Context: an optimization exercise on an open-source flow, tuned for a short achievable clock period and few clock cycles. The choices shown serve that exercise and are no tape-out recipe. In this exercise RTL edits were held to simulation tests only and were not proved equivalent to the original. The flow treats the clock pin as an ideal source, which a real chip does not have. Power is estimated from default activity; no workload was simulated.

$ cat flow/constraint.sdc
create_clock -name core_clock -period 9.0 [get_ports {clk}]
set_input_delay 1.8000 -clock core_clock [delete_from_list [all_inputs] [get_ports {clk}]]
set_output_delay 1.8000 -clock core_clock [all_outputs]
set_load 0.01 [all_outputs]
$ cat flow/config.mk
export PLATFORM = sky130hd
export DESIGN_NAME = mnpk01
export DESIGN_NICKNAME = mnpk01
export VERILOG_FILES = /design/flow/design.v
export SDC_FILE = /design/flow/constraint.sdc
export NUM_CORES = 4
export LEC_CHECK = 0
export ABC_CLOCK_PERIOD_IN_PS = 2500
export CAP_MARGIN = 20
export CORE_MARGIN = 2
export CORE_UTILIZATION = 40
export SLEW_MARGIN = 20
export TNS_END_PERCENT = 100
$ cat flow/design.v
module mnpk01 (
    input         clk,
    input         rst,
    output [15:0] rom_addr,
    input  [7:0]  rom_data,
    output [15:0] ram_addr,
    output [7:0]  ram_wdata,
    output        ram_we,
    input  [7:0]  ram_rdata,
    output        halted
);
    localparam OP = 2'd0, B1 = 2'd1, B2 = 2'd2, B3 = 2'd3;
    reg [15:0] pc;
    reg [1:0]  st;
    reg        hlt;
    reg        fz, fc, fn;
    reg [3:0]  jop;
    reg        d_mvi, d_mov, d_mvib, d_load, d_store, d_jmp, d_alu;
    reg [7:0]  b1, b2, q;
    wire op_multi = ((rom_data >= 8'h01) && (rom_data <= 8'h0B)) ||
                    ((rom_data[7:4] == 4'h1) && (rom_data[3:0] <= 4'hD));
    wire op_halt  = (rom_data == 8'hFF);
    reg        x_valid;
    reg        w_valid, w_alu, w_both;
    reg        w_wlo, w_whi;
    reg [3:0]  w_reg;
    reg [7:0]  w_a, w_b, w_hi;
    reg        w_cin;
    reg        w_sum, w_and, w_or, w_xor, w_not, w_shl, w_shr, w_rol, w_pass;
    reg        w_zf, w_c_co, w_c_nco, w_cmp, w_c7, w_c0;
    reg        r_wlo, r_whi;
    reg [3:0]  r_reg;
    reg [7:0]  r_lo, r_hi;
    reg [15:0] ram_addr_r;
    reg [7:0]  ram_wdata_r;
    reg        ram_we_r;
    reg        halted_r;
    wire [8:0] sum = {1'b0, w_a} + {1'b0, w_b} + {8'd0, w_cin};
    wire       w_fl   = w_valid & w_alu;
    wire       zero_f = ((w_a ^ w_b) == {w_a[6:0] | w_b[6:0], w_cin});
    wire       nz = w_zf & zero_f;
    wire       nc = (w_c_co & sum[8]) | (w_c_nco & ~sum[8]) |
                    (w_cmp & sum[8] & ~zero_f) | (w_c7 & w_a[7]) | (w_c0 & w_a[0]);
    wire       nn = w_cmp & ~sum[8];
    reg  [4:0] ntm;                    
    reg  [5:0] jt;                     
    wire op_nt = (st == OP) && (rom_data[7:4] == 4'h0) &&
                 (((rom_data[3:0] == 4'h7) & ntm[0]) | ((rom_data[3:0] == 4'h8) & ntm[1]) |
                  ((rom_data[3:0] == 4'h9) & ntm[2]) | ((rom_data[3:0] == 4'hA) & ntm[3]) |
                  ((rom_data[3:0] == 4'hB) & ntm[4]));
    wire take  = jt[0] | (jt[1] & fz) | (jt[2] & ~fz) | (jt[3] & fc) | (jt[4] & ~fc) | (jt[5] & fn);
    wire last3 = (st == B2) & (d_mvi | d_mov | d_alu);
    wire last4 = (st == B3);
    wire disp  = ~hlt & (last3 | last4);
    wire [15:0] pc_a = take ? {rom_data, b1} : pc + 16'd1;
    always @(posedge clk or posedge rst) begin
        if (rst) begin
            pc  <= 16'h0000;
            st  <= OP;
            ntm <= 5'h00;
            jt  <= 6'h00;
            hlt <= 1'b0;
        end else begin
            pc  <= op_nt ? pc + 16'd3 : pc_a;
            ntm <= {5{~(disp & d_alu) & ~(x_valid & d_alu) & ~w_fl}} & {~fn, fc, ~fc, fz, ~fz};
            jt  <= {6{(st == B1) & d_jmp}} & (6'd1 << (jop - 4'd6));
            case (st)
                OP: begin
                    if (op_halt)
                        hlt <= 1'b1;
                    st <= (op_multi & ~op_nt) ? B1 : OP;
                end
                B1:      st <= B2;
                B2:      st <= (d_mvib | d_load | d_store) ? B3 : OP;
                default: st <= OP;
            endcase
        end
    end
    always @(posedge clk) begin
        q    <= rom_data;
        if (st == OP) begin
            jop     <= rom_data[3:0];
            d_mvi   <= (rom_data == 8'h01);
            d_mov   <= (rom_data == 8'h02);
            d_mvib  <= (rom_data == 8'h03);
            d_load  <= (rom_data == 8'h04);
            d_store <= (rom_data == 8'h05);
            d_jmp   <= (rom_data >= 8'h06) && (rom_data <= 8'h0B);
            d_alu   <= (rom_data[7:4] == 4'h1) && (rom_data[3:0] <= 4'hD);
        end
        if (st == B1) begin
            b1   <= rom_data;
        end
        if (st == B2)
            b2 <= rom_data;
    end
    reg [7:0]  rf [0:31];             
    reg [31:0] rv;                    
    wire [7:0] qa = rv[b1[4:0]] ? rf[b1[4:0]] : 8'h00;
    wire [7:0] qb = rv[q[4:0]]  ? rf[q[4:0]]  : 8'h00;
    wire [31:0] r_we = {{16{r_whi}} & (16'd1 << r_reg), {16{r_wlo}} & (16'd1 << r_reg)};
    integer i;
    always @(posedge clk) begin
        for (i = 0; i < 32; i = i + 1)
            if (r_we[i])
                rf[i] <= (i < 16) ? r_lo : r_hi;
    end
    wire [3:0] aop = jop;
    wire x_wr = x_valid & (d_mvi | d_mov | d_mvib | d_load | d_alu);
    wire [7:0] res = ({8{w_sum}}  & sum[7:0])
                   | ({8{w_and}}  & (w_a & w_b))
                   | ({8{w_or}}   & (w_a | w_b))
                   | ({8{w_xor}}  & (w_a ^ w_b))
                   | ({8{w_not}}  & ~w_a)
                   | ({8{w_shl}}  & {w_a[6:0], 1'b0})
                   | ({8{w_shr}}  & {1'b0, w_a[7:1]})
                   | ({8{w_rol}}  & {w_a[6:0], w_a[7]})
                   | ({8{w_pass}} & w_a);
    always @(posedge clk or posedge rst) begin
        if (rst) begin
            x_valid  <= 1'b0;
            w_valid  <= 1'b0;
            w_alu    <= 1'b0;
            w_wlo    <= 1'b0;
            w_whi    <= 1'b0;
            r_wlo    <= 1'b0;
            r_whi    <= 1'b0;
            rv       <= 32'h0;
            ram_we_r <= 1'b0;
            fz <= 1'b0; fc <= 1'b0; fn <= 1'b0;
            halted_r <= 1'b0;
        end else begin
            x_valid  <= disp;
            w_valid  <= x_wr;
            w_alu    <= x_valid & d_alu;
            w_wlo    <= x_wr & (d_mvib | ~b1[4]);
            w_whi    <= x_wr & (d_mvib | b1[4]);
            ram_we_r <= x_valid & d_store;
            r_wlo    <= w_wlo;
            r_whi    <= w_whi;
            if (w_fl) begin
                fz <= nz;
                fc <= nc;
                fn <= nn;
            end
            rv <= rv | r_we;
            halted_r <= hlt | ((st == OP) & op_halt & ~(x_valid & d_store));
        end
    end
    always @(posedge clk) begin
        ram_addr_r  <= (last4 & d_load) ? {rom_data, b2} : {b2, b1};
        ram_wdata_r <= qb;
        w_both <= d_mvib;
        w_reg  <= b1[3:0];
        r_reg  <= w_reg;
        w_hi   <= q;
        if (d_alu)
            w_a <= qa;
        else if (d_mvi)
            w_a <= q;
        else if (d_mvib)
            w_a <= b2;
        else if (d_load)
            w_a <= ram_rdata;
        else
            w_a <= qb;
        case (aop)
            4'h1, 4'hB: w_b <= ~qb;      
            4'h2:       w_b <= 8'h00;    
            4'h3:       w_b <= 8'hFF;    
            default:    w_b <= qb;
        endcase
        w_cin   <= (aop == 4'h1) | (aop == 4'h2) | (aop == 4'hB);
        w_sum   <= d_alu & (aop <= 4'h3);
        w_and   <= d_alu & (aop == 4'h4);
        w_or    <= d_alu & (aop == 4'h5);
        w_xor   <= d_alu & (aop == 4'h6);
        w_not   <= d_alu & (aop == 4'h7);
        w_shl   <= d_alu & (aop == 4'h8);
        w_shr   <= d_alu & (aop == 4'h9);
        w_rol   <= d_alu & (aop == 4'hA);
        w_pass  <= ~d_alu | (aop == 4'hB) | (aop == 4'hC);
        w_zf    <= (aop == 4'h0) | (aop == 4'h1) | (aop == 4'h3) | (aop == 4'hB);
        w_c_co  <= (aop == 4'h0) | (aop == 4'h2);
        w_c_nco <= (aop == 4'h1) | (aop == 4'h3);
        w_cmp   <= (aop == 4'hB);
        w_c7    <= (aop == 4'h8) | (aop == 4'hA);
        w_c0    <= (aop == 4'h9);
        r_lo <= res;
        r_hi <= w_both ? w_hi : res;
    end
    assign rom_addr  = pc;
    assign ram_addr  = ram_addr_r;
    assign ram_wdata = ram_wdata_r;
    assign ram_we    = ram_we_r;
    assign halted    = halted_r;
endmodule
$ cat flow/flow/run.sh
#!/bin/bash
set -euo pipefail
here=$(pwd)
bash standard.sh SETUP_SLACK_MARGIN=6.4 PRE_CTS_TCL="$here/flow/pre_cts.tcl" finish > standard.log 2>&1
$ cat flow/standard.sh
#!/bin/bash
# synth_recipe.tcl (not shown) runs the flow's synth.tcl, then flattens the netlist and writes it again
# the make line also repeats each setting of config.mk as NAME=value (left out here)
make -C /OpenROAD-flow-scripts/flow DESIGN_CONFIG=/design/flow/config.mk WORK_HOME=/design/flow/orfs CLKGATE_MAP_FILE= SYNTH_SCRIPT=/design/flow/synth_recipe.tcl "${@:-finish}"
$ cat flow/flow/pre_cts.tcl
proc my_remove_clock_root {} {
  set block [ord::get_db_block]
  set clk_net [$block findNet clk]
  set roots {}
  foreach it [$clk_net getITerms] {
    lappend roots [$it getInst]
  }
  if { [llength $roots] != 1 } {
    puts "remove_clock_root: clk drives [llength $roots] cells, left as is"
    return
  }
  set root [lindex $roots 0]
  set out_net ""
  foreach it [$root getITerms] {
    if { [$it isOutputSignal] } { set out_net [$it getNet] }
  }
  if { $out_net == "" } { return }
  set loads {}
  foreach it [$out_net getITerms] {
    if { [$it getInst] != $root } { lappend loads $it }
  }
  if { [llength $loads] > 4 || [llength [$out_net getBTerms]] > 0 } {
    puts "remove_clock_root: root drives [llength $loads] pins, left as is"; foreach l $loads { puts "  [[$l getInst] getName] [[[$l getInst] getMaster] getName] [$l getIoType]" }
    return
  }
  puts "remove_clock_root: removing [$root getName], clk now drives [llength $loads] buffers"
  foreach it [$root getITerms] {
    if { [$it getNet] != "NULL" } { $it disconnect }
  }
  foreach it $loads {
    $it disconnect
    $it connect $clk_net
  }
  odb::dbInst_destroy $root
  odb::dbNet_destroy $out_net
}

rename clock_tree_synthesis my_clock_tree_synthesis
proc clock_tree_synthesis { args } {
  my_clock_tree_synthesis {*}$args
  my_remove_clock_root
}
==> impl_metrics.ini, run 1 <==
[run_status]
status = no timing/DRC/antenna violations

[power]
irDropWorstVdd_uv = 178
leakage_nw = 10.3
p_clk_share_pct = 31.5
switchingPower_mw = 2.29
switching_share_pct = 32.9
powerDensity_mw_per_mm2 = 254
p_int_mw = 4.67
seqPwrFrac_pct = 42.8
combPwrFrac_pct = 25.7

[global_routing]
grt_pass1_vias = 17500
grt_max_degree = 75
track_usage_pct = 37.8
gr-total-overflow = 0
antenna_found_initial = 5
grt_first_pass_wirelength_um = 139000

[layout]
num_antenna_cells = 0
largestRegisters = rf: 256 flops, rv: 32 flops
mostFrequentLayoutCells = edfxtp_1, buf_4, nand3_1, nor2_1, dfxtp_1
regMostFlops = rf
area_growth_pct = 32.6
layout_commonest_cell = edfxtp_1
fin_cells = 2701
largest_reg_flops = 256
drive_gt1_share_pct = 35.9
nets = 2018

[timing]
slew_headroom_pct = 15.4
finalCriticalPeriod_ns = 3.39
fin_worst_skew_ns = 0.0284
slew_viol_final = 0
worst_pin_slew_ns = 1.27
finalCritPeriodShare_pct = 37.7
fin_tns_setup_ns = 0
finalHoldViolCount = 0
clock.fmax_mhz = 295
rsz0062_at_grt = yes
finalSetupViolCount = 0

[detailed_routing]
final_antenna_net_count = 0
wl_met3_um = 12900
routed_wl_um = 103000
met1_length_um = 39600
dr.pass1.iters = 7
vias_per_cell = 6.88
drtIter0Drc = 3048
wire_per_inst_um = 38.2
drc_errors = 0
vias = 18600
wl_met2_um = 43000
highest_layer = met5

[floorplanning]
coreArea_mm2 = 0.0511
die_y_um = 231
placementRows = 83
dieArea_mm2 = 0.0534
ios = 60
start_util_pct = 40.3
die_w_um = 231

[clock_tree]
clock_latency_ns = 0.41
clock_sinks = 454
hold_buffers = 0
numCtsBuffers = 50
cts_tree = done
clk_pin_slew_ns = 0.06

[synthesis]
synth-main-ff-cell = edfxtp_1
syn-num-nets = 1748
yosysTopAreaCell = edfxtp_1
synth_top_area_share_pct = 41.2
async_reset_ff_share_pct = 16.3
ys_seq_elements = 454
synthesis.area_mm2 = 0.0206
synth_area_leaders = edfxtp_1, dfxtp_1, dfrtp_1, a22oi_1, nor2_1
synth_cell_types = 95
yosysWarnings = 2
ys_seq_area_share_pct = 59.6
synth-edff-count = 283
avgSynthCellArea_um2 = 12.1
synth_cells = 1709

[critical_path]
cp-end-kind = flop
crit_required_ns = 9.33
critical_path_class = in -> reg
crit_arrival_ns = 3.73
worstSetupStartpointType = input pin
worst-path-max-fanout = 5

[job]
maxCapViolations = 0

[place]
port_buffers = 59
dpl.cell_count = 2428
gp_congestion = 1.07
dp_hpwl_um = 64600

[worst_hold_path]
min_path_type = reg -> reg
==> worst paths after layout <==
| kind | startpoint | endpoint | slack (ns) | cells past startpoint |
|---|---|---|---|---|
| setup reg to reg | b1[1] | w_a[2] | 6.26 | 9 |
| min in group asynchronous | rst | rv[12] | 1.94 | 3 |
| hold reg to reg | w_reg[1] | r_reg[1] | 0.33 | 0 |
| hold / removal | w_reg[1] | r_reg[1] | 0.33 | 0 |
| max in group asynchronous | rst | pc[14] | 6.58 | 3 |
| setup / recovery | rom_data[7] | pc[13] | 5.61 | 8 |
==> per-layer routing <==
metal	global-route usage, %	vias to the layer above
met5	0	-
met4	22.9	4
met3	10.4	420
met2	53.8	1553
met1	51.3	9339
li1	-	7259
==> critical path, stage by stage <==
cell      delay [ns]
buf_8           0.10
or3_4           0.37
or2_4           0.27
or4_4           0.48
or3_4           0.40
o21ai_2         0.06
nand4b_1        0.10
a21oi_1         0.14
==> power groups by stage <==
stage	combinational [mW]	clock, mW	sequential, mW
after global placement	1.30	0	3.01
after CTS	1.57	2.20	2.95
after global routing	1.87	2.28	2.99
after detailed placement	1.31	0	3.01
after floorplan	0.811	0	2.80
final	1.79	2.19	2.98
==> stage by stage <==
step / instance area, um2 / hold WS, ns / setup WS (ns) / total power [mW] / util (%)
global route: 27300 / 0.334 / 5.53 / 7.14 / 53.5
finish: 27300 / 0.327 / 5.61 / 6.95 / 53.5
floorplan: 20600 / 0.310 / 5.24 / 3.61 / -
global placement: 22300 / 0.311 / 4.48 / 4.31 / 43.6
CTS: 26000 / 0.326 / 5.64 / 6.72 / 50.9
detailed placement: 22300 / 0.312 / 4.49 / 4.32 / 43.6
==> what timing repair did <==
item,CTS,global route
endpoints found under the setup margin,174,102
pin swaps,47,53
gates cloned,13,3
endpoints found under the hold margin,0,0
resized for setup,476,155
setup buffers,99,64
==> area by class of cell <==
cell class	count	area, um2
inverter	53	203
clock buffer	66	1390
fill	4423	23800
sequential	454	12300
tap	680	851
multi-input combinational	1115	8930
timing repair buffer	306	3240
clock inverter	27	368
==> cell usage after synthesis, types with 12 or more instances <==
library cell,number
nor2_1,131
a211oi_1,12
nor3_1,32
dfrtp_1,74
nor2b_1,23
nand2_1,64
edfxtp_1,283
mux4_2,12
a22o_1,32
clkbuf_1,51
or2_2,48
nand3_1,80
ha_1,19
nand3b_1,13
nand2b_1,15
nand4_1,41
a2111oi_0,14
mux2i_1,37
a31oi_1,16
nor4_1,14
a21oi_1,54
o21ai_0,49
a32oi_1,21
o22ai_1,12
xnor2_1,13
a221oi_1,43
dfxtp_1,97
and3_1,44
a22oi_1,69
buf_2,27
inv_1,52
mux2_2,35
==> cell families (layout without fill, tap and decap cells) <==
| kind of cell | count (synthesis) | after routing | synth area share, % |
|---|---|---|---|
| adder cells (fa/ha/maj) | 21 | 21 | 1.35 |
| flip-flops | 454 | 454 | 59.6 |
| AO/OA/AOI/OAI | 412 | 412 | 14.9 |
| XOR/XNOR | 23 | 23 | 0.977 |
| multiplexers | 85 | 85 | 5.15 |
| AND/OR/NAND/NOR | 573 | 574 | 15.0 |
| buffers and inverters | 141 | 452 | 3.01 |
Testbench counts, summed over its fixed seeds: cycles 47,035.
==> run 2, diff against run 1 <==
--- a/flow/design.v
+++ b/flow/design.v
@@ -44,8 +44,19 @@
     wire       nn = w_cmp & ~sum[8];
-    reg  [4:0] ntm;                    
+    wire       fz_n = w_fl ? nz : fz;
+    wire       fc_n = w_fl ? nc : fc;
+    wire       fn_n = w_fl ? nn : fn;
+    reg        jnt;                    
     reg  [5:0] jt;                     
-    wire op_nt = (st == OP) && (rom_data[7:4] == 4'h0) &&
-                 (((rom_data[3:0] == 4'h7) & ntm[0]) | ((rom_data[3:0] == 4'h8) & ntm[1]) |
-                  ((rom_data[3:0] == 4'h9) & ntm[2]) | ((rom_data[3:0] == 4'hA) & ntm[3]) |
-                  ((rom_data[3:0] == 4'hB) & ntm[4]));
+    wire op_cj = (rom_data[7:4] == 4'h0) && (rom_data[3:0] >= 4'h7) && (rom_data[3:0] <= 4'hB);
+    reg  op_c;
+    always @(*) begin
+        case (rom_data[3:0])
+            4'h7:    op_c = fz_n;
+            4'h8:    op_c = ~fz_n;
+            4'h9:    op_c = fc_n;
+            4'hA:    op_c = ~fc_n;
+            default: op_c = fn_n;
+        endcase
+    end
+    wire skip  = (st == B1) & jnt;
     wire take  = jt[0] | (jt[1] & fz) | (jt[2] & ~fz) | (jt[3] & fc) | (jt[4] & ~fc) | (jt[5] & fn);
@@ -55,2 +66,3 @@
     wire [15:0] pc_a = take ? {rom_data, b1} : pc + 16'd1;
+    reg dq_mvi, dq_mov, dq_mvib, dq_load, dq_store, dq_jmp, dq_alu;
     always @(posedge clk or posedge rst) begin
@@ -59,3 +71,3 @@
             st  <= OP;
-            ntm <= 5'h00;
+            jnt <= 1'b0;
             jt  <= 6'h00;
@@ -63,5 +75,5 @@
         end else begin
-            pc  <= op_nt ? pc + 16'd3 : pc_a;
-            ntm <= {5{~(disp & d_alu) & ~(x_valid & d_alu) & ~w_fl}} & {~fn, fc, ~fc, fz, ~fz};
-            jt  <= {6{(st == B1) & d_jmp}} & (6'd1 << (jop - 4'd6));
+            pc  <= skip ? pc + 16'd2 : pc_a;
+            jnt <= (st == OP) & op_cj & ~op_c & ~(x_valid & d_alu);
+            jt  <= {6{(st == B1) & dq_jmp & ~jnt}} & (6'd1 << (q[3:0] - 4'd6));
             case (st)
@@ -70,5 +82,5 @@
                         hlt <= 1'b1;
-                    st <= (op_multi & ~op_nt) ? B1 : OP;
+                    st <= op_multi ? B1 : OP;
                 end
-                B1:      st <= B2;
+                B1:      st <= skip ? OP : B2;
                 B2:      st <= (d_mvib | d_load | d_store) ? B3 : OP;
@@ -79,15 +91,20 @@
     always @(posedge clk) begin
-        q    <= rom_data;
-        if (st == OP) begin
-            jop     <= rom_data[3:0];
-            d_mvi   <= (rom_data == 8'h01);
-            d_mov   <= (rom_data == 8'h02);
-            d_mvib  <= (rom_data == 8'h03);
-            d_load  <= (rom_data == 8'h04);
-            d_store <= (rom_data == 8'h05);
-            d_jmp   <= (rom_data >= 8'h06) && (rom_data <= 8'h0B);
-            d_alu   <= (rom_data[7:4] == 4'h1) && (rom_data[3:0] <= 4'hD);
-        end
+        q        <= rom_data;
+        dq_mvi   <= (rom_data == 8'h01);
+        dq_mov   <= (rom_data == 8'h02);
+        dq_mvib  <= (rom_data == 8'h03);
+        dq_load  <= (rom_data == 8'h04);
+        dq_store <= (rom_data == 8'h05);
+        dq_jmp   <= (rom_data >= 8'h06) && (rom_data <= 8'h0B);
+        dq_alu   <= (rom_data[7:4] == 4'h1) && (rom_data[3:0] <= 4'hD);
         if (st == B1) begin
-            b1   <= rom_data;
+            b1      <= rom_data;
+            jop     <= q[3:0];
+            d_mvi   <= dq_mvi;
+            d_mov   <= dq_mov;
+            d_mvib  <= dq_mvib;
+            d_load  <= dq_load;
+            d_store <= dq_store;
+            d_jmp   <= dq_jmp;
+            d_alu   <= dq_alu;
         end
==> run 2 against run 1 <==
  * Utilization shrank 1.7 points
  * Combinational power shrank 28%
  * Worst setup slack gained 0.57 ns
  * Sequential power shrank 3%
  * Largest power group unchanged
==> impl_metrics.ini, run 2 <==
[layout]
largestRegisters = rf: 256 flops, rv: 32 flops
multi_input_area_mm2 = 0.00865
layout_commonest_cell = edfxtp_1
mostFrequentLayoutCells = edfxtp_1, nand3_1, a22oi_1, buf_4, nor2_1
num_antenna_cells = 0
fill_cells = 4382
nets = 2018
seq_area_mm2 = 0.0124
drive_gt1_share_pct = 30.5
largest_reg_flops = 256
area_growth_pct = 28.7
regMostFlops = rf

[worst_hold_path]
min_from = w_reg[2]
min_path_type = reg -> reg

[place]
dp_hpwl_um = 61700
port_buffers = 59
gp_congestion = 1.06
dp_slack_ns = 5.02

[critical_path]
cp-startpoint = q[1]
crit_arrival_ns = 3.12
critical_path_class = reg -> reg
crit_required_ns = 9.30
worstSetupStartpointType = flop
worst-path-max-fanout = 20
cp-end-kind = flop
reg2reg_from = q[1]
rrSetupSlack_ns = 6.18

[synthesis]
synth_cell_types = 81
synthesis.area_mm2 = 0.0205
syn-num-nets = 1804
yosysWarnings = 2
synth_area_leaders = edfxtp_1, dfxtp_1, dfrtp_1, a22oi_1, nand3_1
yosysTopAreaCell = edfxtp_1
ys_top_cells_by_count = edfxtp_1, nor2_1, nand3_1, a22oi_1, dfxtp_1
synth_top_area_share_pct = 41.3
synth-main-ff-cell = edfxtp_1
ys_seq_area_share_pct = 59.9
avgSynthCellArea_um2 = 11.6
synth-edff-count = 282
async_reset_ff_share_pct = 15.4
ys_seq_elements = 456
synth_cells = 1765
yosysMostFrequentCell = edfxtp_1

[power]
total_power_mw = 6.22
leakage_nw = 9.77
powerDensity_mw_per_mm2 = 235
irDropWorstVdd_uv = 134

[global_routing]
track_usage_pct = 36.4
grt_pass1_vias = 17200
grt_first_pass_wirelength_um = 135000
busiest_layer = met2
use_met2_pct = 52.8
grt_util_met1_pct = 50.9
gr-total-overflow = 0
antenna_found_initial = 3
grt_max_degree = 71
use_met3_pct = 8.00

[timing]
finalCriticalPeriod_ns = 2.82
finalCritPeriodShare_pct = 31.3
rsz0062_at_grt = yes
finalHoldViolCount = 0
clock.fmax_mhz = 355
slew_headroom_pct = 14.5
slew_viol_final = 0
worst_pin_slew_ns = 1.28
setup_ws_ns = 6.18
finalSetupViolCount = 0
fin_tns_setup_ns = 0
fin_worst_skew_ns = 0.0145

[detailed_routing]
dr.pass1.iters = 6
vias = 18300
vias_per_cell = 6.79
drtIter0Drc = 3188
wire_per_inst_um = 37.2
routed_wl_um = 100000
final_antenna_net_count = 0
drc_errors = 0

[job]
maxCapViolations = 0

[clock_tree]
numCtsBuffers = 50
clock_latency_ns = 0.41
clock_sinks = 456
clk_pin_slew_ns = 0.06
cts_tree = done

[floorplanning]
die_w_um = 231
dieArea_mm2 = 0.0531
placementRows = 83
coreArea_mm2 = 0.0510
die_y_um = 231
start_util_pct = 40.3
ios = 60

[run_status]
status = no timing/DRC/antenna violations
## run 2: cell types whose count changed in the layout (fill, tap and decap cells not counted), sizes merged, moves of 21 or more
| cell | previous run | this run |
|---|---|---|
| nor2 | 132 | 155 |
| a22oi | 69 | 131 |
| and3 | 45 | 24 |
| a22o | 32 | 3 |
| nand3 | 80 | 154 |
| nand2 | 66 | 98 |
| a221oi | 44 | 11 |
| buf | 284 | 237 |
## run 2: area by class of cell
class	count	share of cell area, %
Sequential cell	456	46.8
Clock inverter	26	1.02
Multi-Input combinational cell	1176	32.7
Tap cell	680	3.22
Timing Repair Buffer	257	10.5
Inverter	39	0.597
Clock buffer	66	5.12
## run 2: stage by stage
stage	instances	hold WS (ns)	util (%)	instance area, um2
2_1_floorplan	1765	0.310	-	20500
3_5_place_dp	2457	0.312	43.3	22100
3_3_place_gp	2455	0.313	43.2	22000
4_1_cts	2647	0.325	49.7	25400
6_report	2700	0.325	51.8	26400
5_1_grt	2700	0.331	51.8	26400
## run 2: power by group
part / total, mW / switching (mW) / leakage [nW] / internal, mW
Clock: 2.04 / 0.842 / 0.804 / 1.20
Combinational: 1.29 / 0.760 / 4.60 / 0.533
Sequential: 2.88 / 0.336 / 4.37 / 2.54
## run 2: what timing repair did
action	CTS	global route
pin swaps	34	61
endpoints found under the setup margin	161	65
hold buffers	0	0
gates cloned	12	7
setup buffers	86	46
gates resized for setup	415	128
## run 2: routing by layer
metal	vias up	wire [um]	share of wire [%]
met5	-	52	0.052
met4	4	6900	6.9
met3	383	12300	12
met2	1514	41700	42
met1	9178	39400	39
li1	7246	-	-
## run 2: path summary, 6_finish.rpt
check,end,depth (start not counted)
setup / recovery,w_b[7],9
min in group asynchronous,rv[6],3
hold reg to reg,r_reg[2],0
setup reg to reg,w_b[7],9
max in group asynchronous,pc[13],3
hold / removal,r_reg[2],0
## run 2: cell families after synthesis
family	synth area share [%]
AO/OA/AOI/OAI	13.1
XOR/XNOR	0.896
adder cells (fa/ha/maj)	1.35
buffers and inverters	2.94
flip-flops	59.9
multiplexers	4.35
AND/OR/NAND/NOR	17.4
## run 2: critical path: stages, from the launching register on
cell      delay [ns]
dfxtp_4         0.41
buf_12          0.17
nor2b_4         0.40
buf_16          0.26
nand4_1         0.11
and4_1          0.19
nand4_1         0.15
o32ai_4         0.11
or4b_1          0.55
a221oi_1        0.34
Testbench counts of run 2, summed over its fixed seeds: cycles 47,411.
==> run 3, diff against run 2 <==
--- a/flow/design.v
+++ b/flow/design.v
@@ -27,3 +27,3 @@
     reg [7:0]  w_a, w_b, w_hi;
-    reg        w_cin;
+    reg        w_cin, w_bz, w_binv;
     reg        w_sum, w_and, w_or, w_xor, w_not, w_shl, w_shr, w_rol, w_pass;
@@ -37,5 +37,6 @@
     reg        halted_r;
-    wire [8:0] sum = {1'b0, w_a} + {1'b0, w_b} + {8'd0, w_cin};
+    wire [7:0] bb  = (w_b & {8{~w_bz}}) ^ {8{w_binv}};
+    wire [8:0] sum = {1'b0, w_a} + {1'b0, bb} + {8'd0, w_cin};
     wire       w_fl   = w_valid & w_alu;
-    wire       zero_f = ((w_a ^ w_b) == {w_a[6:0] | w_b[6:0], w_cin});
+    wire       zero_f = ((w_a ^ bb) == {w_a[6:0] | bb[6:0], w_cin});
     wire       nz = w_zf & zero_f;
@@ -92,2 +93,3 @@
         q        <= rom_data;
+        selb     <= 32'd1 << rom_data[4:0];
         dq_mvi   <= (rom_data == 8'h01);
@@ -101,2 +103,3 @@
             b1      <= rom_data;
+            sela    <= 32'd1 << rom_data[4:0];
             jop     <= q[3:0];
@@ -115,4 +118,15 @@
     reg [31:0] rv;                    
-    wire [7:0] qa = rv[b1[4:0]] ? rf[b1[4:0]] : 8'h00;
-    wire [7:0] qb = rv[q[4:0]]  ? rf[q[4:0]]  : 8'h00;
+    reg [31:0] sela, selb;
+    wire [31:0] va = sela & rv;
+    wire [31:0] vb = selb & rv;
+    reg [7:0] qa, qb;
+    integer k;
+    always @(*) begin
+        qa = 8'h00;
+        qb = 8'h00;
+        for (k = 0; k < 32; k = k + 1) begin
+            qa = qa | ({8{va[k]}} & rf[k]);
+            qb = qb | ({8{vb[k]}} & rf[k]);
+        end
+    end
     wire [31:0] r_we = {{16{r_whi}} & (16'd1 << r_reg), {16{r_wlo}} & (16'd1 << r_reg)};
@@ -183,8 +197,5 @@
             w_a <= qb;
-        case (aop)
-            4'h1, 4'hB: w_b <= ~qb;      
-            4'h2:       w_b <= 8'h00;    
-            4'h3:       w_b <= 8'hFF;    
-            default:    w_b <= qb;
-        endcase
+        w_b     <= qb;
+        w_bz    <= (aop == 4'h2) | (aop == 4'h3);
+        w_binv  <= (aop == 4'h1) | (aop == 4'h3) | (aop == 4'hB);
         w_cin   <= (aop == 4'h1) | (aop == 4'h2) | (aop == 4'hB);
==> flow/flow/run.sh (replaced) <==
#!/bin/bash
set -euo pipefail
here=$(pwd)
bash standard.sh SETUP_SLACK_MARGIN=6.6 PRE_CTS_TCL="$here/flow/pre_cts.tcl" finish > standard.log 2>&1
==> run 3 against run 2 <==
  * Still clean
  * Final area is 4.4% lower
  * First-iteration DRC count is 8.8% lower
  * Register-to-register slack improved by 0.03 ns
  * Worst setup slack worse by 0.061 ns
  * Routed wire length is 14% lower
  * Synthesized cell count shrank 8.8%
  * Global-route usage shrank 5.1 points
  * Count of clock-buffer cells in the layout up 7
  * Critical path type is now in -> reg
  * Largest cell class unchanged
  * Highest routed layer unchanged
==> impl_metrics.ini, run 3 <==
[timing]
finalCritPeriodShare_pct = 32.0
fin_worst_skew_ns = 0.0178
finalHoldViolCount = 0
slew_viol_final = 0
worst_pin_slew_ns = 1.28
rsz0062_at_grt = yes
finalSetupViolCount = 0
finalCriticalPeriod_ns = 2.88
whs_ns = 0.332
setup_ws_ns = 6.12
fin_tns_setup_ns = 0
slew_headroom_pct = 14.4
clock.fmax_mhz = 347

[clock_tree]
numCtsBuffers = 53
clock_latency_ns = 0.42
hold_buffers = 0
cts_tree = done
clk_pin_slew_ns = 0.06
clock_sinks = 514

[floorplanning]
start_util_pct = 40.5
placementRows = 83
die_y_um = 232
die_w_um = 232
coreArea_mm2 = 0.0514
dieArea_mm2 = 0.0539
ios = 60

[power]
switchingPower_mw = 1.77
switching_share_pct = 28.2
p_clk_share_pct = 34.6
p_int_mw = 4.50
seqPwrFrac_pct = 51.7
irDropWorstVdd_uv = 164
combPwrFrac_pct = 13.7
leakage_nw = 9.15
powerDensity_mw_per_mm2 = 249

[layout]
mostFrequentLayoutCells = edfxtp_1, a22oi_1, dfxtp_1, nor2_1
fill_cells = 4466
area_growth_pct = 21.2
fin_cells = 2430
utilization_pct = 49.1
drive_gt1_share_pct = 26.9
largest_reg_flops = 256
nets = 1755
layout_commonest_cell = edfxtp_1
regMostFlops = rf

[synthesis]
synthesis.area_mm2 = 0.0208
synth-edff-count = 314
synth_top_area_share_pct = 45.3
synth_cells = 1610
async_reset_ff_share_pct = 13.6
synth_cell_types = 64
yosysTopAreaCell = edfxtp_1
ys_seq_elements = 514
yosysMostFrequentCell = edfxtp_1
ys_seq_area_share_pct = 66.2
avgSynthCellArea_um2 = 12.9
ys_top_cells_by_count = edfxtp_1, a22oi_1, dfxtp_1, nor2_1, clkbuf_1
syn-num-nets = 1663
yosysWarnings = 2
synth-main-ff-cell = edfxtp_1
synth_area_leaders = edfxtp_1, dfxtp_1, dfrtp_1, a22oi_1, a221oi_1

[global_routing]
grt_first_pass_wirelength_um = 118000
antenna_found_initial = 4
track_usage_pct = 31.4
use_met2_pct = 45.4
gr-total-overflow = 0
grt_max_degree = 71
use_met3_pct = 10.3
grt_util_met1_pct = 42.0
grt_pass1_vias = 15500
busiest_layer = met2

[critical_path]
slowest_stage = or4_4
critical_path_class = in -> reg
crit_required_ns = 9.31
crit_arrival_ns = 3.19
reg2reg_from = w_binv
rrSetupSlack_ns = 6.21
max_stage_delay_ns = 0.52
reg2reg_depth = 10
worst-path-max-fanout = 14
rr_endpoint = jnt
path_cells = buf_8 > nor4_4 > nand3_2 > or4_4 > a2111oi_4
cp-end-kind = flop
crit_buf_inv = 1
worstSetupStartpointType = input pin
path_delay_family = simple AND/OR/NAND/NOR gates

[detailed_routing]
vias_per_cell = 6.74
dr.pass1.iters = 8
vias = 16400
drtIter0Drc = 2909
drc_errors = 0
final_antenna_net_count = 0
wire_per_inst_um = 35.4
routed_wl_um = 86000

[worst_hold_path]
min_path_type = reg -> reg
holdPathStages = 0
min_from = w_reg[2]
hold_end = r_reg[2]

[place]
dp_slack_ns = 4.35
dpl.cell_count = 2274
port_buffers = 59
gp_congestion = 0.998
dp_hpwl_um = 55000

[job]
maxCapViolations = 0

[run_status]
status = no timing/DRC/antenna violations
==> run 3: changes by cell type after synthesis, moves of 22 or more <==
cell | before | now
a221oi_1 | 10 | 54
a22o_1 | 3 | 39
and2_1 | 13 | 64
clkbuf_1 | 53 | 91
dfxtp_1 | 104 | 130
edfxtp_1 | 282 | 314
nand2_1 | 98 | 67
nand3_1 | 154 | 31
nor2_1 | 155 | 101
o21ai_0 | 52 | 30
==> run 3: per-layer routing <==
metal	wire length [um]	vias up
met1	32500	8184
met2	36300	1412
met3	11500	364
li1	-	6405
met4	5620	2
met5	103	-
==> run 3: power by group through the flow <==
stage	combinational, mW	clock (mW)	sequential [mW]
finish	0.859	2.17	3.25
global route	0.927	2.26	3.27
CTS	0.786	2.17	3.23
detailed placement	0.697	0	3.29
global placement	0.688	0	3.29
floorplan	0.457	0	3.09
==> run 3: logic make-up after synthesis <==
kind of cell | Yosys count | synth area share (%)
and+or+nand+nor | 482 | 12.3
muxes | 32 | 1.67
buffers and inverters | 142 | 2.65
adders and majority gates | 35 | 2.17
xor gates and xnor gates | 24 | 1.01
DFF | 514 | 66.2
AOI/OAI and AO/OA | 381 | 14.0
==> run 3: how the worst max path moves through the flow <==
| stage | start | to | cells after the start |
|---|---|---|---|
| 6_report | rom_data[4] | jnt | 5 |
| 2_1_floorplan | rom_data[2] | jnt | 6 |
| 4_1_cts | rom_data[0] | jnt | 8 |
| 3_5_place_dp | rom_data[2] | jnt | 7 |
| 3_3_place_gp | rom_data[2] | jnt | 7 |
| 5_1_grt | rom_data[4] | jnt | 5 |
==> run 3: timing repair <==
action	4_1_cts	5_1_grt
setup buffers	37	16
endpoints found under the setup margin	238	109
pin swaps	22	27
resized for setup	383	95
==> run 3: metrics by stage <==
stage	total power, mW	cell area [um2]
2_1_floorplan	3.55	21100
3_3_place_gp	3.97	22300
3_5_place_dp	3.99	22300
4_1_cts	6.19	24700
5_1_grt	6.46	25200
6_report	6.28	25300
==> run 3: cell type report <==
| type | instances | area [um2] | share of cell area, % |
|---|---|---|---|
| Multi-Input combinational cell | 954 | 7310 | 28.9 |
| Sequential cell | 514 | 13900 | 54.9 |
| Antenna cell | 3 | 7.51 | 0.0297 |
| Inverter | 44 | 184 | 0.728 |
| Timing Repair Buffer | 136 | 1320 | 5.23 |
| Clock buffer | 73 | 1480 | 5.88 |
| Tap cell | 680 | 851 | 3.37 |
| Clock inverter | 26 | 236 | 0.937 |
Testbench counts of run 3, summed over its fixed seeds: cycles 47,411.
==> run 4, diff against run 3 <==
--- a/flow/design.v
+++ b/flow/design.v
@@ -19,2 +19,3 @@
     reg [7:0]  b1, b2, q;
+    reg [31:0] sela, selb;           
     wire op_multi = ((rom_data >= 8'h01) && (rom_data <= 8'h0B)) ||
@@ -48,2 +49,43 @@
     wire       fn_n = w_fl ? nn : fn;
+    localparam NB = 4;
+    reg [NB-1:0] bv;
+    reg [15:0]   btagm1 [0:NB-1];      
+    reg [15:0]   btgt [0:NB-1];
+    reg [5:0]    bkind [0:NB-1];       
+    reg [1:0]    bptr;                 
+    reg [15:0]   pcop;                 
+    reg          seq;                  
+    reg [NB-1:0] hitr;                 
+    reg [15:0]   tgtr;                 
+    reg [5:0]    bkr;                  
+    reg          spec_r;               
+    reg          skz;                  
+    reg  [15:0]  sft;                  
+    reg          mis_r;                
+    reg          rehalt_r;             
+    reg [NB-1:0] bh;
+    reg [15:0]   btarget;
+    reg [5:0]    bk;
+    integer n;
+    always @(*) begin
+        btarget = 16'h0000;
+        bk      = 6'h00;
+        for (n = 0; n < NB; n = n + 1) begin
+            bh[n]   = bv[n] & (btagm1[n] == pc);
+            btarget = btarget | ({16{bh[n]}} & btgt[n]);
+            bk      = bk | ({6{bh[n]}} & bkind[n]);
+        end
+    end
+    function jk;                       
+        input [5:0] k;
+        input z, c, n;
+        jk = k[0] | (k[1] & z) | (k[2] & ~z) | (k[3] & c) | (k[4] & ~c) | (k[5] & n);
+    endfunction
+    wire settled = ~(x_valid & d_alu) & ~w_fl;      
+    wire hit     = seq & (st == OP) & ~spec_r & ~mis_r & (|hitr) &
+                   (settled | bkr[0] | bkr[1] | bkr[2]);
+    wire hit_nt  = hit & settled & ~jk(bkr, fz, fc, fn);
+    wire hit_t   = hit & ~hit_nt;
+    wire hit_sp  = hit & ~settled & ~bkr[0];
+    wire nz_n    = w_fl ? nz : fz;
     reg        jnt;                    
@@ -54,7 +96,7 @@
         case (rom_data[3:0])
-            4'h7:    op_c = fz_n;
-            4'h8:    op_c = ~fz_n;
-            4'h9:    op_c = fc_n;
-            4'hA:    op_c = ~fc_n;
-            default: op_c = fn_n;
+            4'h7:    op_c = fz;
+            4'h8:    op_c = ~fz;
+            4'h9:    op_c = fc;
+            4'hA:    op_c = ~fc;
+            default: op_c = fn;
         endcase
@@ -62,3 +104,3 @@
     wire skip  = (st == B1) & jnt;
-    wire take  = jt[0] | (jt[1] & fz) | (jt[2] & ~fz) | (jt[3] & fc) | (jt[4] & ~fc) | (jt[5] & fn);
+    wire take  = jk(jt, fz, fc, fn);
     wire last3 = (st == B2) & (d_mvi | d_mov | d_alu);
@@ -66,3 +108,5 @@
     wire disp  = ~hlt & (last3 | last4);
-    wire [15:0] pc_a = take ? {rom_data, b1} : pc + 16'd1;
+    wire op_hlt = (st == OP) & op_halt & ~spec_r & ~mis_r;
+    wire [15:0] pc_a = take ? {rom_data, b1} : (skip ? pc + 16'd2 : pc + 16'd1);
+    wire [15:0] pc_b = hit_nt ? pc + 16'd3 : (hit_t ? tgtr : pc_a);
     reg dq_mvi, dq_mov, dq_mvib, dq_load, dq_store, dq_jmp, dq_alu;
@@ -75,12 +119,22 @@
             hlt <= 1'b0;
+            bv  <= {NB{1'b0}};
+            bptr <= 2'd0;
+            spec_r <= 1'b0;
+            seq <= 1'b0;
+            mis_r <= 1'b0;
+            rehalt_r <= 1'b0;
         end else begin
-            pc  <= skip ? pc + 16'd2 : pc_a;
-            jnt <= (st == OP) & op_cj & ~op_c & ~(x_valid & d_alu);
-            jt  <= {6{(st == B1) & dq_jmp & ~jnt}} & (6'd1 << (q[3:0] - 4'd6));
-            case (st)
-                OP: begin
-                    if (op_halt)
-                        hlt <= 1'b1;
-                    st <= op_multi ? B1 : OP;
-                end
+            pc  <= mis_r ? sft : pc_b;
+            jnt <= (st == OP) & op_cj & ~op_c & settled;
+            jt  <= {6{(st == B1) & dq_jmp & ~jnt & ~mis_r}} & (6'd1 << (q[3:0] - 4'd6));
+            spec_r   <= hit_sp;
+            mis_r    <= spec_r & (skz ? ~nz_n : nz_n);
+            seq      <= ~(mis_r | hit_nt | hit_t | take | skip);
+            rehalt_r <= (st == OP) & op_halt & spec_r;
+            if (op_hlt | (rehalt_r & ~mis_r))
+                hlt <= 1'b1;
+            if (mis_r)
+                st <= OP;
+            else case (st)
+                OP:      st <= (op_multi & ~hit) ? B1 : OP;
                 B1:      st <= skip ? OP : B2;
@@ -89,2 +143,21 @@
             endcase
+            if ((st == B2) & d_jmp) begin
+                bv[bptr] <= 1'b1;
+                bptr     <= bptr + 2'd1;
+            end
+        end
+    end
+    always @(posedge clk) begin
+        hitr  <= bh;
+        tgtr  <= btarget;
+        bkr   <= bk;
+        skz   <= bkr[1];
+        if (hit_sp)
+            sft <= pc + 16'd3;
+        if (st == OP)
+            pcop <= pc;
+        if ((st == B2) & d_jmp) begin
+            btagm1[bptr] <= pcop - 16'd1;
+            btgt[bptr]  <= {rom_data, b1};
+            bkind[bptr] <= 6'd1 << (jop - 4'd6);
         end
@@ -118,3 +191,2 @@
     reg [31:0] rv;                    
-    reg [31:0] sela, selb;
     wire [31:0] va = sela & rv;
@@ -177,3 +249,3 @@
             rv <= rv | r_we;
-            halted_r <= hlt | ((st == OP) & op_halt & ~(x_valid & d_store));
+            halted_r <= hlt | ((op_hlt | (rehalt_r & ~mis_r)) & ~(x_valid & d_store));
         end
--- a/flow/config.mk
+++ b/flow/config.mk
@@ -11,2 +11,4 @@
 export CORE_UTILIZATION = 40
+export CTS_CLUSTER_DIAMETER = 80
+export CTS_CLUSTER_SIZE = 20
 export SLEW_MARGIN = 20
==> run 4 against run 3 <==
  * Via count rose by 30%
  * Non-clock buffer count up 85
  * Synthesized area is 42% higher
  * Global-route usage shrank 1.7 points
  * Critical path type is now reg -> out
  * Sequential power up 44%
  * Synthesized cell count up 35%
  * Sequential cell count grew 222
  * Clock power is essentially flat
==> impl_metrics.ini, run 4 <==
[critical_path]
critical_path_class = reg -> out
slowest_stage = dfrtp_1
worst-path-max-fanout = 2
crit_required_ns = 7.20
path_delay_family = flip-flops
cp-end-kind = output pin
crit_arrival_ns = 1.12
path_cells = buf_12 > buf_6
max_stage_delay_ns = 0.42
path_depth = 2
reg2reg_depth = 12
crit_buf_inv = 2
worstSetupStartpointType = flop

[synthesis]
synth_cells = 2168
yosysTopAreaCell = edfxtp_1
synth-edff-count = 499
avgSynthCellArea_um2 = 13.6
yosysMostFrequentCell = edfxtp_1
yosysWarnings = 2
async_reset_ff_share_pct = 10.9
synthesis.area_mm2 = 0.0296
ys_top_cells_by_count = edfxtp_1, a22oi_1, dfxtp_1, nor2_1, clkbuf_1
ys_seq_area_share_pct = 68.1
synth-main-ff-cell = edfxtp_1
ys_seq_elements = 736
synth_area_leaders = edfxtp_1, dfxtp_1, dfrtp_1, a22oi_1, xnor2_1
syn-num-nets = 2231
synth_cell_types = 77
synth_top_area_share_pct = 50.7

[layout]
layout_commonest_cell = edfxtp_1
post-route-cell-area_mm2 = 0.0354
fill_cells = 6266
nets = 2364
area_growth_pct = 19.8
largestRegisters = rf: 256 flops, btagm1: 64 flops, btgt: 64 flops
drive_gt1_share_pct = 26.7
fin_cells = 3297
regMostFlops = rf
largest_reg_flops = 256
mostFrequentLayoutCells = edfxtp_1, a22oi_1, dfxtp_1, buf_4, nand2_1

[detailed_routing]
vias = 21300
drtIter0Drc = 3519
routed_wl_um = 115000
vias_per_cell = 6.45
dr.pass1.iters = 27
final_antenna_net_count = 0
drc_errors = 0
wire_per_inst_um = 34.9

[floorplanning]
die_w_um = 276
start_util_pct = 40.5
placementRows = 99
die_y_um = 276
coreArea_mm2 = 0.0731
ios = 60
dieArea_mm2 = 0.0761

[timing]
finalCritPeriodShare_pct = 32.4
rsz0062_at_grt = yes
fin_worst_skew_ns = 0.0464
worst_pin_slew_ns = 1.28
finalCriticalPeriod_ns = 2.92
clock.fmax_mhz = 343
setup_ws_ns = 6.08
slew_headroom_pct = 14.6
finalHoldViolCount = 0
fin_tns_setup_ns = 0
finalSetupViolCount = 0
slew_viol_final = 0

[clock_tree]
numCtsBuffers = 44
hold_buffers = 0
clk_pin_slew_ns = 0.09
clock_latency_ns = 0.44
cts_tree = done
clock_sinks = 736

[global_routing]
grt_max_degree = 45
antenna_found_initial = 5
grt_pass1_vias = 20300
grt_first_pass_wirelength_um = 157000
track_usage_pct = 29.7
gr-total-overflow = 0

[power]
irDropWorstVdd_uv = 169
total_power_mw = 8.44
powerDensity_mw_per_mm2 = 238
leakage_nw = 12.6

[job]
maxCapViolations = 0

[place]
dp_hpwl_um = 70800
dp_slack_ns = 4.83
dpl.cell_count = 3095
port_buffers = 59
place_area_mm2 = 0.0314
gp_congestion = 0.987

[worst_hold_path]
holdPathStages = 0
min_path_type = reg -> reg

[run_status]
status = no timing/DRC/antenna violations
## run 4: cell count changes after synthesis, moves of 12 or more
cell,change
a22oi_1,+53
nor2_1,+29
xnor2_1,+67
xor2_1,+40
edfxtp_1,+185
a221oi_1,-16
nand2_1,+30
a22o_1,-23
dfxtp_1,+27
a32oi_1,+12
clkbuf_1,+15
buf_2,+13
## run 4: cell families after synthesis
kind of cell | after synthesis | share of synthesized area (%)
AO/OA/AOI/OAI | 440 | 11.5
XOR/XNOR | 131 | 3.88
adder cells (fa/ha/maj) | 45 | 1.95
buffers and inverters | 187 | 2.52
flip-flops | 736 | 68.1
multiplexers | 41 | 1.50
AND/OR/NAND/NOR | 588 | 10.5
## run 4: worst paths after layout
kind / from / to / slack [ns]
max in group asynchronous: rst / rv[10] / 6.68
max: pc[5] / rom_addr[5] / 6.08
min in group asynchronous: rst / rv[22] / 1.79
min: w_reg[0] / r_reg[0] / 0.33
min reg2reg: w_reg[0] / r_reg[0] / 0.33
max reg2reg: ram_wdata_r[0] / r_hi[6] / 6.27
## run 4: timing repair
item / 4_1_cts / 5_1_grt
resized for setup: 487 / 162
gates cloned: 8 / 1
endpoints found under the setup margin: 350 / 256
pin swaps: 53 / 74
buffers inserted: 84 / 25
## run 4: layout make-up
type | instances | area (um2) | area share (%)
antenna | 1 | 2.50 | 0.00706
tap | 959 | 1200 | 3.39
inverter | 54 | 213 | 0.600
timing repair buffer | 221 | 2480 | 6.99
clock inverter | 4 | 57.6 | 0.162
clock buffer | 77 | 1310 | 3.70
sequential | 736 | 20200 | 57.1
multi-input combinational | 1245 | 9940 | 28.1
## run 4: worst register-to-register path, cell delays in order, from the launching register on
cell and delay (ns):
dfxtp_4 0.39, inv_4 0.05, nor2_4 0.09, xnor2_2 0.14, fa_2 0.25, inv_2 0.04, fa_2 0.36, a21o_1 0.20
a211oi_2 0.25, o21bai_1 0.11, xor2_1 0.16, a21o_1 0.28, mux2_4 0.30
## run 4: stage by stage
step	hold slack [ns]	util (%)
after global placement	0.317	43.0
final	0.330	48.5
after global routing	0.344	48.5
after detailed placement	0.313	43.0
after CTS	0.332	47.2
after floorplan	0.310	-
## run 4: power breakdown
group          total (mW)  leakage (nW)  internal (mW)  switching, mW
registers            4.68          6.89           4.20          0.481
logic                1.63          5.03          0.704          0.926
clock network        2.14         0.651           1.01           1.13
total                8.44          12.6           5.91           2.54
## run 4: layer usage
| layer | share of wire [%] | GRT usage, % | vias to the layer above |
|---|---|---|---|
| met5 | 0.011 | 0 | - |
| met4 | 4.9 | 11.7 | 2 |
| met3 | 13 | 9.06 | 363 |
| met2 | 42 | 42.3 | 1567 |
| met1 | 40 | 42.2 | 10800 |
| li1 | - | - | 8512 |
Testbench counts of run 4, summed over its fixed seeds: cycles 45,992.
==> run 5, diff against run 4 <==
--- a/flow/design.v
+++ b/flow/design.v
@@ -28,3 +28,3 @@
     reg [7:0]  w_a, w_b, w_hi;
-    reg        w_cin, w_bz, w_binv;
+    reg        w_cin;
     reg        w_sum, w_and, w_or, w_xor, w_not, w_shl, w_shr, w_rol, w_pass;
@@ -38,3 +38,3 @@
     reg        halted_r;
-    wire [7:0] bb  = (w_b & {8{~w_bz}}) ^ {8{w_binv}};
+    wire [7:0] bb  = w_b;              
     wire [8:0] sum = {1'b0, w_a} + {1'b0, bb} + {8'd0, w_cin};
@@ -63,4 +63,2 @@
     reg  [15:0]  sft;                  
-    reg          mis_r;                
-    reg          rehalt_r;             
     reg [NB-1:0] bh;
@@ -84,3 +82,3 @@
     wire settled = ~(x_valid & d_alu) & ~w_fl;      
-    wire hit     = seq & (st == OP) & ~spec_r & ~mis_r & (|hitr) &
+    wire hit     = seq & (st == OP) & ~spec_r & (|hitr) &
                    (settled | bkr[0] | bkr[1] | bkr[2]);
@@ -90,2 +88,3 @@
     wire nz_n    = w_fl ? nz : fz;
+    wire mis     = spec_r & (skz ? ~nz_n : nz_n);
     reg        jnt;                    
@@ -108,3 +107,3 @@
     wire disp  = ~hlt & (last3 | last4);
-    wire op_hlt = (st == OP) & op_halt & ~spec_r & ~mis_r;
+    wire op_hlt = (st == OP) & op_halt & ~mis;
     wire [15:0] pc_a = take ? {rom_data, b1} : (skip ? pc + 16'd2 : pc + 16'd1);
@@ -123,15 +122,11 @@
             seq <= 1'b0;
-            mis_r <= 1'b0;
-            rehalt_r <= 1'b0;
         end else begin
-            pc  <= mis_r ? sft : pc_b;
+            pc  <= mis ? sft : pc_b;
             jnt <= (st == OP) & op_cj & ~op_c & settled;
-            jt  <= {6{(st == B1) & dq_jmp & ~jnt & ~mis_r}} & (6'd1 << (q[3:0] - 4'd6));
+            jt  <= {6{(st == B1) & dq_jmp & ~jnt}} & (6'd1 << (q[3:0] - 4'd6));
             spec_r   <= hit_sp;
-            mis_r    <= spec_r & (skz ? ~nz_n : nz_n);
-            seq      <= ~(mis_r | hit_nt | hit_t | take | skip);
-            rehalt_r <= (st == OP) & op_halt & spec_r;
-            if (op_hlt | (rehalt_r & ~mis_r))
+            seq      <= ~(mis | hit_nt | hit_t | take | skip);
+            if (op_hlt)
                 hlt <= 1'b1;
-            if (mis_r)
+            if (mis)
                 st <= OP;
@@ -249,3 +244,3 @@
             rv <= rv | r_we;
-            halted_r <= hlt | ((op_hlt | (rehalt_r & ~mis_r)) & ~(x_valid & d_store));
+            halted_r <= hlt | (op_hlt & ~(x_valid & d_store));
         end
@@ -269,5 +264,8 @@
             w_a <= qb;
-        w_b     <= qb;
-        w_bz    <= (aop == 4'h2) | (aop == 4'h3);
-        w_binv  <= (aop == 4'h1) | (aop == 4'h3) | (aop == 4'hB);
+        case (aop)
+            4'h1, 4'hB: w_b <= ~qb;      
+            4'h2:       w_b <= 8'h00;    
+            4'h3:       w_b <= 8'hFF;    
+            default:    w_b <= qb;       
+        endcase
         w_cin   <= (aop == 4'h1) | (aop == 4'h2) | (aop == 4'hB);
==> run 5 against run 4 <==
  * Power up 22%
  * Global-route usage up 0.53 points
  * Hold slack better by 0.0024 ns
  * Sequential power up 11%
  * Clock power about the same
  * Combinational power up 83%
  * First-iteration DRC count down 3.9%
  * Die area about the same
  * Synthesized cell count up 1.5%
  * Critical path type unchanged
  * Critical endpoint is now rom_addr[7]
  * Largest power group unchanged
==> impl_metrics.ini, run 5 <==
[run_status]
status = no timing/DRC/antenna violations

[layout]
regMostFlops = rf
num_antenna_cells = 0
largest_reg_flops = 256
fin_cells = 3263
largestRegisters = rf: 256 flops, btagm1: 64 flops, btgt: 64 flops
nets = 2316
area_growth_pct = 15.9
drive_gt1_share_pct = 22.6
mostFrequentLayoutCells = edfxtp_1, a22oi_1, dfxtp_1, nor2_1, a32oi_1
utilization_pct = 46.9
seq_area_mm2 = 0.0203
multi_input_area_mm2 = 0.00947
fill_cells = 6409
layout_commonest_cell = edfxtp_1

[timing]
slew_headroom_pct = 16.3
fin_worst_skew_ns = 0.0600
fin_tns_setup_ns = 0
worst_pin_slew_ns = 1.25
finalHoldViolCount = 0
finalCritPeriodShare_pct = 32.5
finalSetupViolCount = 0
rsz0062_at_grt = yes
finalCriticalPeriod_ns = 2.93
setup_ws_ns = 6.07
clock.fmax_mhz = 342
slew_viol_final = 0

[detailed_routing]
vias_per_cell = 6.54
final_antenna_net_count = 0
dr.pass1.iters = 19
wire_per_inst_um = 36.0
routed_wl_um = 117000
drc_errors = 0
vias = 21300
drtIter0Drc = 3381

[synthesis]
ys_seq_area_share_pct = 68.3
avgSynthCellArea_um2 = 13.4
synth_cells = 2200
synth_area_leaders = edfxtp_1, dfxtp_1, dfrtp_1, a22oi_1, a32oi_1
ys_top_cells_by_count = edfxtp_1, dfxtp_1, nor2_1, a22oi_1, clkbuf_1
synth-main-ff-cell = edfxtp_1
ys_seq_elements = 740
synth-edff-count = 499
yosysTopAreaCell = edfxtp_1
yosysMostFrequentCell = edfxtp_1
synthesis.area_mm2 = 0.0296
async_reset_ff_share_pct = 10.5
synth_top_area_share_pct = 50.7
synth_cell_types = 76
yosysWarnings = 2
syn-num-nets = 2249

[critical_path]
critical_path_class = reg -> out
worstSetupStartpointType = flop
crit_required_ns = 7.20
rrSetupSlack_ns = 6.54
worst-path-max-fanout = 2
cp-end-kind = output pin
crit_arrival_ns = 1.13

[place]
dpl.cell_count = 3100
dp_slack_ns = 5.07
port_buffers = 59
dp_hpwl_um = 73200
gp_congestion = 0.982

[clock_tree]
numCtsBuffers = 45
hold_buffers = 0
clock_sinks = 740
clk_pin_slew_ns = 0.09
cts_tree = done
clock_latency_ns = 0.46

[power]
total_power_mw = 10.3
leakage_nw = 11.8
powerDensity_mw_per_mm2 = 302
irDropWorstVdd_uv = 203

[job]
maxCapViolations = 0

[floorplanning]
die_w_um = 276
start_util_pct = 40.5
ios = 60
coreArea_mm2 = 0.0731
dieArea_mm2 = 0.0761
die_y_um = 276
placementRows = 99

[worst_hold_path]
min_path_type = reg -> reg

[global_routing]
antenna_found_initial = 5
track_usage_pct = 30.2
grt_max_degree = 48
gr-total-overflow = 0
grt_pass1_vias = 20400
grt_first_pass_wirelength_um = 159000
[run 5: final cells by class]
type,count,share of cell area [%]
Timing Repair Buffer,169,5.04
Tap cell,959,3.50
Clock buffer,72,3.64
Clock inverter,11,0.380
Inverter,46,0.541
Multi-Input combinational cell,1266,27.6
Sequential cell,740,59.3
[run 5: kinds of logic after synthesis]
logic type               Yosys count  share of synthesized area (%)
AO/OA/AOI/OAI                    468                           12.0
XOR/XNOR                         119                           3.53
adder cells (fa/ha/maj)           31                           1.36
buffers and inverters            199                           2.66
flip-flops                       740                           68.3
multiplexers                      49                           1.77
AND/OR/NAND/NOR                  594                           10.4
[run 5: where the power goes]
part	internal, mW	switching, mW
combinational	1.13	1.86
clock	0.980	1.17
sequential	4.42	0.787
[run 5: worst max-delay path, stage by stage, from the launching register on]
cell	delay (ns)
dfrtp_1	0.41
buf_8	0.14
buf_6	0.11
[run 5: through the flow]
step,area [um2],hold slack (ns)
3_3_place_gp,31300,0.317
2_1_floorplan,29800,0.310
5_1_grt,34300,0.345
3_5_place_dp,31300,0.316
6_report,34300,0.332
4_1_cts,33700,0.336
[run 5: worst paths after layout]
kind | startpoint | endpoint | cells after the start
hold reg to reg | w_reg[0] | r_reg[0] | 0
max in group asynchronous | rst | pc[2] | 4
setup / recovery | pc[7] | rom_addr[7] | 2
hold / removal | w_reg[0] | r_reg[0] | 0
min in group asynchronous | rst | rv[1] | 3
setup reg to reg | rv[13] | w_a[4] | 6
[run 5: per-layer routing]
layer  global-route usage (%)  vias to the layer above  routed length [um]
met5                        0                        -                  55
met4                     14.8                        4                7130
met3                     9.00                      368               15000
met2                     43.8                     1584               49400
met1                     41.2                    10800               45800
li1                         -                     8546                   -
[run 5: repair_timing]
item,in CTS,in global routing
buffers inserted,51,18
endpoints found under the setup margin,419,216
pin swaps,36,21
resized for setup,425,86
cloned,6,4
hold endpoints to repair,0,0
Testbench counts of run 5, summed over its fixed seeds: cycles 45,731.
==> run 6, diff against run 5 <==
--- a/flow/design.v
+++ b/flow/design.v
@@ -13,2 +13,3 @@
     reg [15:0] pc;
+    reg [15:0] pco;                  
     reg [1:0]  st;
@@ -110,2 +111,4 @@
     wire [15:0] pc_b = hit_nt ? pc + 16'd3 : (hit_t ? tgtr : pc_a);
+    wire [15:0] pco_a = take ? {rom_data, b1} : (skip ? pco + 16'd2 : pco + 16'd1);
+    wire [15:0] pco_b = hit_nt ? pco + 16'd3 : (hit_t ? tgtr : pco_a);
     reg dq_mvi, dq_mov, dq_mvib, dq_load, dq_store, dq_jmp, dq_alu;
@@ -114,2 +117,3 @@
             pc  <= 16'h0000;
+            pco <= 16'h0000;
             st  <= OP;
@@ -124,2 +128,3 @@
             pc  <= mis ? sft : pc_b;
+            pco <= mis ? sft : pco_b;
             jnt <= (st == OP) & op_cj & ~op_c & settled;
@@ -289,3 +294,3 @@
     end
-    assign rom_addr  = pc;
+    assign rom_addr  = pco;
     assign ram_addr  = ram_addr_r;
==> run 6 against run 5 <==
  * Sequential power is 3% higher
  * Routed wire length rose by 11%
  * Sequential cell count grew 16
  * Synthesized area rose by 4.8%
  * Combinational power rose by 11%
  * Count of clock-buffer cells in the layout unchanged
  * Clock skew decreased by 0.018 ns
  * Utilization grew 0.46 points
  * Register-to-register slack barely moved
  * Final cell count increased by 8.6%
  * Die area is 4.8% higher
  * Critical path type unchanged
==> impl_metrics.ini, run 6 <==
[clock_tree]
numCtsBuffers = 48
cts_tree = done
clk_pin_slew_ns = 0.09
clock_sinks = 756
clock_latency_ns = 0.46

[layout]
fill_cells = 6883
largest_reg_flops = 256
layout_commonest_cell = edfxtp_1
post-route-cell-area_mm2 = 0.0365
largestRegisters = rf: 256 flops, btagm1: 64 flops, btgt: 64 flops
regMostFlops = rf
drive_gt1_share_pct = 25.0
mostFrequentLayoutCells = edfxtp_1, dfxtp_1, a22oi_1, buf_4, nor2_1
nets = 2516
area_growth_pct = 17.7
fin_cells = 3544
utilization_pct = 47.3

[synthesis]
yosysMostFrequentCell = edfxtp_1
synthesis.area_mm2 = 0.0310
async_reset_ff_share_pct = 12.4
synth_area_leaders = edfxtp_1, dfxtp_1, dfrtp_1, a22oi_1, xnor2_1
avgSynthCellArea_um2 = 13.2
ys_seq_elements = 756
ys_seq_area_share_pct = 66.5
synth-main-ff-cell = edfxtp_1
synth_cell_types = 75
ys_top_cells_by_count = edfxtp_1, nor2_1, dfxtp_1, a22oi_1, clkbuf_1
synth-edff-count = 499
synth_top_area_share_pct = 48.3
syn-num-nets = 2409
yosysTopAreaCell = edfxtp_1
synth_cells = 2356
yosysWarnings = 2

[critical_path]
crit_required_ns = 7.20
crit_arrival_ns = 1.06
cp-startpoint = pco[11]
worstSetupStartpointType = flop
slowest_stage = dfrtp_2
reg2reg_depth = 6
rr_endpoint = w_a[0]
path_depth = 1
path_cells = buf_6
crit_buf_inv = 1
crit_path_end = rom_addr[11]
rrSetupSlack_ns = 6.55
max_stage_delay_ns = 0.47
worst-path-max-fanout = 2
critical_path_class = reg -> out
reg2reg_from = rv[16]
path_delay_family = flip-flops
cp-end-kind = output pin

[timing]
finalHoldViolCount = 0
whs_ns = 0.333
fin_worst_skew_ns = 0.0420
setup_ws_ns = 6.14
finalCritPeriodShare_pct = 31.8
slew_headroom_pct = 15.9
fin_tns_setup_ns = 0
rsz0062_at_grt = yes
finalSetupViolCount = 0
finalCriticalPeriod_ns = 2.86
clock.fmax_mhz = 350
slew_viol_final = 0
worst_pin_slew_ns = 1.26

[power]
p_int_mw = 6.80
switchingPower_mw = 4.12
p_clk_share_pct = 20.7
total_power_mw = 10.9
seqPwrFrac_pct = 49.0
combPwrFrac_pct = 30.3
leakage_nw = 12.6
switching_share_pct = 37.8
powerDensity_mw_per_mm2 = 299
irDropWorstVdd_uv = 153

[place]
gp_congestion = 0.998
dp_slack_ns = 5.11
port_buffers = 59
place_area_mm2 = 0.0331
dpl.cell_count = 3357
dp_hpwl_um = 81300

[global_routing]
grt_first_pass_wirelength_um = 176000
grt_max_degree = 56
grt_pass1_vias = 22200
track_usage_pct = 32.1
gr-total-overflow = 0
antenna_found_initial = 4

[detailed_routing]
routed_wl_um = 130000
vias_per_cell = 6.50
final_antenna_net_count = 0
dr.pass1.iters = 7
wire_per_inst_um = 36.7
vias = 23000
drtIter0Drc = 3889
drc_errors = 0

[run_status]
status = no timing/DRC/antenna violations

[floorplanning]
die_w_um = 282
coreArea_mm2 = 0.0771
ios = 60
die_y_um = 282
dieArea_mm2 = 0.0797
start_util_pct = 40.2
placementRows = 102

[worst_hold_path]
min_from = w_reg[1]
min_path_type = reg -> reg

[job]
maxCapViolations = 0
-- run 6: cell types whose count changed after synthesis, sizes merged, moves of 12 or more --
cell	previous run	this run
a21oi	29	55
a221oi	23	40
a22o	2	22
a22oi	148	135
a32oi	106	75
and3	35	51
buf	26	45
clkbuf	127	110
dfrtp	78	94
nand2	89	104
nor4	16	28
xnor2	71	85
-- run 6: cell type report --
class	instances	area [um2]	share of cell area [%]
repair inverters	2	12.5	0.0343
repair buffers	208	1970	5.40
clock inverters	17	195	0.535
multi-input cells	1401	10800	29.6
diodes	1	2.50	0.00686
flip-flops and latches	756	20700	56.8
inverters	47	205	0.562
well taps	1040	1300	3.57
clock buffers	72	1280	3.51
-- run 6: repair_timing --
action,CTS,global route
buffers inserted,63,23
gates resized for setup,429,109
hold buffers,0,0
pin swaps,39,46
gates cloned,7,4
endpoints found under the setup margin,322,221
-- run 6: how the worst min path moves through the flow --
stage | cells after the start | slack [ns] | end
2_1_floorplan | 0 | 0.31 | r_reg[0]
3_3_place_gp | 0 | 0.32 | r_reg[1]
3_5_place_dp | 0 | 0.32 | r_reg[1]
4_1_cts | 0 | 0.33 | r_reg[1]
5_1_grt | 0 | 0.35 | r_reg[3]
6_report | 0 | 0.33 | r_reg[1]
-- run 6: logic make-up (layout without fill, tap and decap cells) --
group,Yosys count,count (layout),synth area share (%)
other cells,0,1,0
simple gates,678,680,11.7
flops,756,756,66.5
fa+ha+maj,35,35,1.46
mux,36,36,1.27
buf+inv,202,346,2.75
compound gates,506,507,12.4
xor+xnor,143,143,4.04
-- run 6: power by group through the flow --
stage / clock, mW / sequential [mW] / combinational, mW
6_report: 2.26 / 5.35 / 3.31
5_1_grt: 2.39 / 5.38 / 3.43
4_1_cts: 2.27 / 5.30 / 3.01
3_5_place_dp: 0 / 5.40 / 2.64
3_3_place_gp: 0 / 5.39 / 2.64
2_1_floorplan: 0 / 4.86 / 1.71
-- run 6: per-layer routing --
metal  track usage [%]  part of all wire [%]
met1              42.4                    38
met2              48.0                    43
met3              8.79                    12
met4              17.5                   7.0
met5                 0                 0.025
-- run 6: worst reg2reg max path, delay by kind of cell (launching register included) --
family          cells  cell delay, ns
compound gates      3            0.72
flops               1            0.48
simple gates        3            1.09
Testbench counts of run 6, summed over its fixed seeds: cycles 45,731.

-- what the ideal ports hide --
The results above use ideal ports. As a check the final layouts listed here were re-extracted and re-timed, cells and wires unchanged.
Step 1, drivers: a clkbuf_16 drives clk and a buf_2 each remaining input, both assumed.
Step 2 times the ports against the registers' clock, not the clock port: input delays grow and output delays shrink by t, the midpoint of the rising clock arrivals with the driver on.
a / b / c = no drivers / after step 1 / after step 2; a / b = the first two.
run | shift t [ns] | setup WS [ns] | worst setup path after step 2 | worst slew at a driven data input, ns
run 1 | 0.532 | 5.606 / 5.582 / 5.159 | input to register | 0.07
run 2 | 0.538 | 6.180 / 6.089 / 5.982 | input to register | 0.06
run 3 | 0.542 | 6.120 / 6.087 / 5.647 | input to register | 0.07
run 4 | 0.543 | 6.081 / 5.955 / 5.859 | input to register | 0.06
run 5 | 0.556 | 6.075 / 5.950 / 6.056 | input to register | 0.08
run 6 | 0.561 | 6.142 / 6.017 / 5.987 | input to register | 0.07
After both steps every run listed still meets setup and hold. The setup slack of run 3, which loses most, moves by -0.033 ns with the drivers and by -0.473 ns with both steps.
